Context: an optimization exercise on an open-source flow, tuned for small area. The choices shown serve that exercise and are no tape-out recipe. Function was checked by simulation only, so behaviour that the tests miss may differ from the original. Power figures rest on the tool's default switching activity, not on a simulated workload.

Setup of lane 1:
// apb_uart
module apb_uart (
   input  wire          clk,
                        rst_n,
   input  wire          UART_RX_I,
   output reg           UART_TX_O,
   output wire          tx_fifo_empty,
                        tx_fifo_full,
                        rx_fifo_empty,
                        rx_fifo_full,
   input  wire          PENABLE,
                        PSEL,
                        PWRITE,
   input  wire [31:0]   PWDATA,
                        PADDR,
   output reg           PREADY,
   output wire          PSLVERR,
   output wire [31:0]   PRDATA
);
   wire       access   = PSEL & PENABLE;
   wire       addr_vld = ~|PADDR[31:3];
   wire [7:0] addr     = PADDR[7:0];
   reg        dap1, dap2;
   always @(posedge clk or negedge rst_n) begin
      if (!rst_n) begin
         dap1   <= 1'b0;
         dap2   <= 1'b0;
         PREADY <= 1'b0;
      end else begin
         dap1   <= access;
         dap2   <= dap1;
         PREADY <= dap2;
      end
   end
   wire acc_rdy = PREADY & access;
   wire w_en    = acc_rdy & addr_vld & PWRITE;
   assign PSLVERR = acc_rdy & ~addr_vld;
   reg       mdr;
   reg [7:0] dll, dlh, tbr;
   reg [5:0] lcr;
   reg [3:0] ier;
   reg [3:0] fsr_d;
   reg       tx_flag;
   wire      t_empty, t_full, r_empty, r_full;
   always @(posedge clk or negedge rst_n) begin
      if (!rst_n) begin
  ...
For scale: ~110 I/O pins, roughly 0.015 sq mm of cells after synthesis.
==> flow/config.mk <==
export PLATFORM = sky130hd
export DESIGN_NAME = apb_uart
export DESIGN_NICKNAME = apb_uart
export VERILOG_FILES = /design/flow/design.v
export SDC_FILE = /design/flow/constraint.sdc
export NUM_CORES = 4
export LEC_CHECK = 0
export CAP_MARGIN = 20
export CORE_MARGIN = 2
export CORE_UTILIZATION = 40
export SLEW_MARGIN = 20
==> flow/constraint.sdc <==
create_clock -name core_clock -period 10.0 [get_ports {clk}]
set_input_delay 2.0000 -clock core_clock [delete_from_list [all_inputs] [get_ports {clk}]]
set_output_delay 2.0000 -clock core_clock [all_outputs]
set_load 0.01 [all_outputs]
standard.sh (not shown) runs the stock make flow with config.mk's settings and CLKGATE_MAP_FILE= SYNTH_SCRIPT=/design/flow/synth_recipe.tcl, a recipe that flattens the netlist after the stock synthesis.
==> flow/flow/run.sh <==
#!/bin/bash
# The standard layout, with three changes:
#  - synthesis: the standard synthesis (synth_recipe.tcl), then the combinational cells are
#    mapped again by ABC for area, the smallest of several seeds (flow/remap.tcl); the registers stay as they are;
#  - the port buffers are the smallest buffer cell (buf_1), and the buffers ABC added are removed;
#  - one tie cell drives all the constant outputs;
#  - clock tree: clkbuf_8 cells, clusters of up to 20 sinks, no dummy loads.
# Each tool's output is in the ORFS logs under orfs/logs; make's output goes to standard_flow.log.
set -euo pipefail
WORK=$(pwd)
printf 'source %s/synth_recipe.tcl\nsource %s/flow/remap.tcl\n' "$WORK" "$WORK" > "$WORK/remap_synth.tcl"
CTS="-sink_clustering_enable -repair_clock_nets -dont_use_dummy_load -buf_list sky130_fd_sc_hd__clkbuf_8 -sink_clustering_size 20 -sink_clustering_max_diameter 60"
bash standard.sh "SYNTH_SCRIPT=$WORK/remap_synth.tcl" "BUFFER_PORTS_ARGS=-buffer_cell sky130_fd_sc_hd__buf_1" \
   "CTS_ARGS=$CTS" REMOVE_ABC_BUFFERS=1 SKIP_REPAIR_TIE_FANOUT=1 finish > standard_flow.log 2>&1
Other scripts of this flow, unchanged in this note and not shown: flow/flow/area.script, flow/flow/genmodels.py, flow/flow/holdmux_map.v, flow/flow/not_map.v, flow/flow/remap.tcl
Here is what was changed in the inputs of lane 2 compared with lane 1.
--- a/flow/design.v
+++ b/flow/design.v
@@ -157,22 +157,24 @@
       end
    end
    localparam [2:0] S_IDLE = 3'd0, S_START = 3'd1, S_FIRST = 3'd2,
                     S_PARITY = 3'd3, S_STOP1 = 3'd4, S_STOP2 = 3'd5;
    reg  [3:0] ttc;
    reg        ttick;
    wire       ttc_end = (ttc == (osm ? 4'd12 : 4'd15));
    always @(posedge clk or negedge rst_n) begin
-      if (!rst_n)
-         ttc <= 4'd0;
-      else
-         ttc <= (baud_en & ttc_end) ? 4'd0 : ttc + {3'd0, baud_en};
-   end
-   always @(posedge clk) ttick <= baud_en & ttc_end;
+      if (!rst_n) begin
+         ttc   <= 4'd0;
+         ttick <= 1'b0;
+      end else begin
+         ttick <= baud_en & ttc_end;
+         ttc   <= (baud_en & ttc_end) ? 4'd0 : ttc + {3'd0, baud_en};
+      end
+   end
    reg  [4:0] ts;
    wire       t_in_data = ts[4] | ts[3];
    wire [3:0] tc        = {ts[4] & ts[3], ts[2:0]};
    wire [3:0] tc1       = tc + 4'd1;
    wire       tovf1     = ~ts[4] | (tc[2:0] == 3'd7);
    wire       tdone     = (tc == {2'b01, wls});
    wire [4:0] t_stop    = t_empty ? {2'b00, S_IDLE} : {2'b00, S_FIRST};
    always @(posedge clk or negedge rst_n) begin
@@ -222,19 +224,24 @@
    end
    reg  [4:0] rs;
    wire       r_in_data = rs[4];
    wire       r_idle    = (rs == {2'b00, S_IDLE});
    reg  [3:0] rtc;
    reg        rtmp, rtq;
    wire       rtc_mid = (rtc == (osm ? 4'd6 : 4'd7));
    wire       rtc_max = (rtc == (osm ? 4'd12 : 4'd15));
-   always @(posedge clk) begin
-      rtc  <= (r_idle | (baud_en & rtc_max)) ? 4'd0 : rtc + {3'd0, baud_en};
-      rtmp <= ~r_idle & (baud_en ? rtc_mid : rtmp);
+   always @(posedge clk or negedge rst_n) begin
+      if (!rst_n) begin
+         rtc  <= 4'd0;
+         rtmp <= 1'b0;
+      end else begin
+         rtc  <= (r_idle | (baud_en & rtc_max)) ? 4'd0 : rtc + {3'd0, baud_en};
+         rtmp <= ~r_idle & (baud_en ? rtc_mid : rtmp);
+      end
    end
    always @(posedge clk) rtq <= rtmp;
    wire rtick = rtmp & ~rtq;
    wire rdone = (rs[3:0] == {2'b01, wls});
    wire [4:0] r_stop = {2'b00, stb ? S_STOP1 : S_FIRST};
    always @(posedge clk or negedge rst_n) begin
       if (!rst_n) begin
          rs <= {2'b00, S_IDLE};
--- outcome ---
In the tables for lane 1 and lane 2, worst clock skew on the final layout reads lower with lane 1.
Looking at master of the slowest instance on the critical path, the sky130_fd_sc_hd__buf_1 result is from lane 2; the sky130_fd_sc_hd__nor3_1 one comes from lane 1.
Compared with lane 1, lane 2 shows post-layout total power that has gone down by a few percent.
Compared with lane 1, lane 2 shows a lower total routed wirelength.
Compared with lane 1, lane 2 shows a lower final clock period utilization by the worst path.
Sort lane 1 and lane 2 by number of buffers created by CTS asc -> top: lane 1
[compare] base=lane 1 new=lane 2: relative max-transition margin saw a decrease, mapped cell area increased by about 0.4% relative to the old numbers, maximum ir drop on the vdd rail shows an increase of 13%.
Lane 2 finished all stages; the layout is clean.
Maximum number of buffers from clock root to sink came out exactly the same in lane 1 and lane 2.
Re worst hold path depth: no difference whatsoever between lane 1 and lane 2.

## re-timing with driven ports
No port has a modelled driver above. Below, the same layouts with a new extraction and two added sets of constraints.
Step 1: set_driving_cell puts a clkbuf_16 on clk and a buf_2 on each other input, an assumption about the parent block.
Step 2, shift: input delay + t, output delay - t, t = (earliest + latest rising clock arrival at the registers) / 2. This alone moves slack from input paths to output paths.
a / b / c = ideal / step 1 / step 2; a / b = the first two.
run	t, ns	slack for setup (ns)	worst setup path after step 2	clock arrival spread, ns	pins driven straight from the clock port
lane 1	0.640	3.847 / 3.827 / 3.827	input to output	0.068 / 0.068	1
lane 2	0.653	4.018 / 3.993 / 3.993	input to output	0.057 / 0.057	1
After both steps setup and hold are still met in every run listed. The setup slack of lane 2, which loses most, moves by -0.025 ns with the drivers and by -0.025 ns with both steps.
